Background: an optimization exercise with open tools, aiming at small area. Do not read the settings as production practice. Only simulation tests tie the RTL to the original design; equivalence was not proved. Power figures rest on the tool's default switching activity, not on a simulated workload.

// core
module core #(
    parameter XLEN = 32,
    parameter FLEN = 32,
    parameter RESET_PC = 32'h4000_0000
) (
    input                       i_clk,
    input                       i_rst_n,
    output  logic   [XLEN-1:0]  o_instr_addr,
    input           [XLEN-1:0]  i_instr_data,
    output  logic   [XLEN-1:0]  o_data_addr,
    input           [XLEN-1:0]  i_data_rd_data,
    output  logic   [XLEN-1:0]  o_data_wr_data,
    output  logic   [1:0]       o_data_mask,
    output  logic               o_data_wr_en,
    output  logic               o_data_out_ready,
    output  logic               o_data_in_valid,
    output  logic   [7:0]       o_data_in
);
For scale: ~1200 flip-flops, about 100000 um^2 of cells after synthesis.
clock: 300.0 ns
lec_check: 0
cap_margin: 20
core_margin: 2
core_utilization: 50
cts_buf_list: sky130_fd_sc_hd__clkbuf_4
place_density: 0.6
slew_margin: 20
run.sh (not shown) runs the stock make flow with config.mk's settings and CLKGATE_MAP_FILE= SYNTH_SCRIPT=/design/flow/synth_recipe.tcl, a recipe that flattens the netlist after the stock synthesis.
Then changed:
==> flow/flow/run.sh (new file) <==
#!/bin/bash
export BUFFER_PORTS_ARGS="-buffer_cell sky130_fd_sc_hd__buf_1"
export CTS_ARGS="-sink_clustering_enable -repair_clock_nets -buf_list sky130_fd_sc_hd__clkbuf_4 -sink_clustering_size 8 -sink_clustering_max_diameter 40 -dont_use_dummy_load"
bash standard.sh > standard_flow.log 2>&1
==> flow/standard.sh (new file) <==
#!/bin/bash
# synth_recipe.tcl (not shown) runs the flow's synth.tcl, then flattens the netlist and writes it again
# the make line also repeats each setting of config.mk as NAME=value (left out here)
make -C /OpenROAD-flow-scripts/flow DESIGN_CONFIG=/design/flow/config.mk WORK_HOME=/design/flow/orfs CLKGATE_MAP_FILE= SYNTH_SCRIPT=/design/flow/synth_recipe.tcl "${@:-finish}"
removed: flow/run.sh
After rerunning: Setup slack degrades by 0.0063 ns; global-route usage rises by 0.34 points; combinational power falls by about 3%; wire length rises by 0.55%; total power falls by 9.3%; cell area falls by 2.7%; flip-flop and latch count is unchanged; clock-buffer cell count falls by 240; die area stays the same.


Setup of the reference run:
Another version of the RTL of core (not shown whole).
Size in the first run: ~8800 cells after synthesis, ~180 I/O pins.
## core
module core #(
    parameter XLEN = 32,
    parameter FLEN = 32,
    parameter RESET_PC = 32'h4000_0000
) (
    input                       i_clk,
    input                       i_rst_n,
    output  logic   [XLEN-1:0]  o_instr_addr,
    input           [XLEN-1:0]  i_instr_data,
    output  logic   [XLEN-1:0]  o_data_addr,
    input           [XLEN-1:0]  i_data_rd_data,
    output  logic   [XLEN-1:0]  o_data_wr_data,
    output  logic   [1:0]       o_data_mask,
    output  logic               o_data_wr_en,
    output  logic               o_data_out_ready,
    output  logic               o_data_in_valid,
    output  logic   [7:0]       o_data_in
);
    logic [31:0] pc_curr;
    logic [1:0]  rst_cnt;            
    logic [31:2] id_instr, ex_instr;
    logic        id_v, ex_v;
    logic [31:0] wb_result;
    logic [4:0]  wb_rd;
    logic        wb_we, wb_load, wb_neg, wb_cin;
    logic [2:0]  wb_f3;
    logic [2:0]  frm;
    logic [4:0]  fflags;
    logic [7:0]  data_in_q;
    logic        data_in_valid_q, data_out_ready_q;
    logic        reg_write;
    logic [31:0] ins;
    assign ins = {ex_instr, 2'b11};
    logic [2:0] f3;
    logic [4:0] rd, rs1, rs2;
    assign f3  = ins[14:12];
    assign rd  = ins[11:7];
    assign rs1 = ins[19:15];
    assign rs2 = ins[24:20];
    logic op_load, op_opimm, op_auipc, op_store, op_op, op_lui, op_branch, op_jalr, op_jal, op_system;
    assign op_load   = ~ins[6] & ~ins[5] & ~ins[4];
    assign op_opimm  = ~ins[6] & ~ins[5] &  ins[4] & ~ins[2];
    assign op_auipc  = ~ins[6] & ~ins[5] &  ins[4] &  ins[2];
    assign op_store  = ~ins[6] &  ins[5] & ~ins[4];
    assign op_op     = ~ins[6] &  ins[5] &  ins[4] & ~ins[2];
  ...
clock: 300.0 ns
lec_check: 0
cap_margin: 20
core_margin: 2
core_utilization: 50
cts_buf_list: sky130_fd_sc_hd__clkbuf_4
cts_cluster_diameter: 40
cts_cluster_size: 8
place_density: 0.6
slew_margin: 20
Stock flow here: none of the scripts above is used.
Edits applied to the flow inputs when going from the reference run to the trial run:
Settings: PLACE_DENSITY changed from 0.6 to 0.8; CTS_CLUSTER_SIZE removed (was 8); CTS_CLUSTER_DIAMETER removed (was 40).
==> flow/flow/run.sh (new file) <==
#!/bin/bash
export BUFFER_PORTS_ARGS="-buffer_cell sky130_fd_sc_hd__buf_1"
export CTS_ARGS="-sink_clustering_enable -repair_clock_nets -buf_list sky130_fd_sc_hd__clkbuf_4 -sink_clustering_size 8 -sink_clustering_max_diameter 40 -dont_use_dummy_load"
bash standard.sh > standard_flow.log 2>&1
==> flow/standard.sh (new file) <==
#!/bin/bash
# synth_recipe.tcl (not shown) runs the flow's synth.tcl, then flattens the netlist and writes it again
# the make line also repeats each setting of config.mk as NAME=value (left out here)
make -C /OpenROAD-flow-scripts/flow DESIGN_CONFIG=/design/flow/config.mk WORK_HOME=/design/flow/orfs CLKGATE_MAP_FILE= SYNTH_SCRIPT=/design/flow/synth_recipe.tcl "${@:-finish}"
removed: flow/run.sh
--- outcome ---
Re count of buffer and inverter cells on the critical path: the trial run and the reference run aren't equal, and the higher value belongs to the trial run. Compared with the reference run, the trial run ends up with a smaller final cell area. The least setup slack across all paths after layout in the trial run was lower than what the reference run gave. Diff the trial run and the reference run: worst-case vdd ir drop lower in the reference run. Share of total power in the clock network, the trial run and the reference run, lower one = the trial run. Going from the reference run to the trial run, largest fanout on the critical path shrank by more than 10%. Reported for the trial run and the reference run, initial core utilization turned out identical to the last digit. Cells: the trial run has fewer instances than the reference run. The trial run does better than the reference run on total power.


Setup of 08-23:
Starting RTL as in the previous note.
export LEC_CHECK = 0
export CAP_MARGIN = 20
export CORE_MARGIN = 2
export CORE_UTILIZATION = 50
export CTS_BUF_LIST = sky130_fd_sc_hd__clkbuf_4
export PLACE_DENSITY = 0.6
export SLEW_MARGIN = 20
create_clock -name core_clock -period 300.0 [get_ports {i_clk}]
standard.sh (not shown) runs the stock make flow with config.mk's settings and CLKGATE_MAP_FILE= SYNTH_SCRIPT=/design/flow/synth_recipe.tcl, a recipe that flattens the netlist after the stock synthesis.
==> flow/flow/run.sh <==
#!/bin/bash
export BUFFER_PORTS_ARGS="-buffer_cell sky130_fd_sc_hd__buf_1"
export CTS_ARGS="-sink_clustering_enable -repair_clock_nets -buf_list sky130_fd_sc_hd__clkbuf_4 -sink_clustering_size 8 -sink_clustering_max_diameter 40 -dont_use_dummy_load"
bash standard.sh > standard_flow.log 2>&1
Inputs modified between 08-23 and 03-26:
# 08-23
export LEC_CHECK = 0
export CAP_MARGIN = 20
export CORE_MARGIN = 2
export CORE_UTILIZATION = 50
export CTS_BUF_LIST = sky130_fd_sc_hd__clkbuf_4
export PLACE_DENSITY = 0.6
export SLEW_MARGIN = 20
create_clock -name core_clock -period 300.0 [get_ports {i_clk}]
# 03-26
export LEC_CHECK = 0
export CAP_MARGIN = 20
export CORE_MARGIN = 2
export CORE_UTILIZATION = 50
export CTS_BUF_LIST = sky130_fd_sc_hd__clkbuf_4
export CTS_CLUSTER_DIAMETER = 40
export CTS_CLUSTER_SIZE = 8
export PLACE_DENSITY = 0.8
export SLEW_MARGIN = 20
create_clock -name core_clock -period 300.0 [get_ports {i_clk}]
==> flow/run.sh (new file) <==
#!/bin/bash
# synth_recipe.tcl (not shown) runs the flow's synth.tcl, then flattens the netlist and writes it again
# the make line also repeats each setting of config.mk as NAME=value (left out here)
make -C /OpenROAD-flow-scripts/flow DESIGN_CONFIG=/design/flow/config.mk WORK_HOME=/design/flow/orfs CLKGATE_MAP_FILE= SYNTH_SCRIPT=/design/flow/synth_recipe.tcl finish
removed: flow/flow/run.sh
removed: flow/standard.sh
==> run summary <==
Compared with 08-23, 03-26 shows a higher via count of the first global-routing pass.
As far as flip-flop and latch count after synthesis goes, 08-23 and 03-26 are indistinguishable; the numbers are identical.
Cmp 03-26 and 08-23 / sequential fraction of total cell area / lower: 03-26
Looking at the reports, 03-26 completed the entire flow and the layout it produced met the timing, design-rule and antenna checks.
03-26: core utilization higher than 08-23
Total routing resource utilization after global routing sits lower in 03-26 than in 08-23.
Looking at minimum clock period after layout, 03-26 sits 1.70 ns higher than 08-23 does.
03-26 vs 08-23: routed length on met2 down
03-26 ended up with a lower logic depth of the worst path, buffers included than 08-23 did.
08-23 reports its cell with the biggest individual delay on the critical path as sky130_fd_sc_hd__nor4b_2 while 03-26 reports sky130_fd_sc_hd__or4_1.
For the power, 03-26 came in 5.7% higher than 08-23 did.
From 08-23 to 03-26 the numbers moved as follows: power density relative to cell area went up; highest clock frequency the design can meet went down.

-- re-timing with driven ports --
The results above use ideal ports. As a check the final layouts listed here were re-extracted and re-timed, cells and wires unchanged. Step 1 (the two cells are an assumption about what drives the block):
set clk [get_ports {i_clk}]
set_driving_cell -lib_cell sky130_fd_sc_hd__clkbuf_16 $clk
set_driving_cell -lib_cell sky130_fd_sc_hd__buf_2 [delete_from_list [all_inputs] $clk]
Step 2, shift: input delay + t, output delay - t, t = (earliest + latest rising clock arrival at the registers) / 2. This alone moves slack from input paths to output paths. Three values: no drivers, after step 1, after step 2; two values: the first two.
| run | t, ns | setup WS [ns] | worst setup path after step 2 | latest minus earliest clock arrival (ns) | slew at the worst register clock pin (ns) |
|---|---|---|---|---|---|
| the first run of note 1 | 1.325 | 4.744 / 4.796 / 3.470 | input to register | 0.140 / 0.141 | 0.09 / 0.09 |
| the second run of note 1 | 1.239 | 4.738 / 4.788 / 3.549 | input to register | 0.188 / 0.188 | 0.11 / 0.11 |
| the reference run | 1.388 | 5.714 / 5.769 / 4.381 | input to register | 0.152 / 0.152 | 0.11 / 0.11 |
| the trial run | 1.241 | 5.666 / 5.727 / 4.486 | input to register | 0.211 / 0.210 | 0.11 / 0.11 |
| 08-23 | 1.311 | 6.297 / 6.374 / 5.063 | input to register | 0.254 / 0.254 | 0.11 / 0.11 |
| 03-26 | 1.358 | 4.596 / 4.655 / 3.297 | input to register | 0.201 / 0.202 | 0.10 / 0.10 |
After both steps every run listed still meets setup and hold. For the reference run, which loses most, drivers alone change the setup slack by +0.055 ns; drivers and shift together by -1.333 ns.
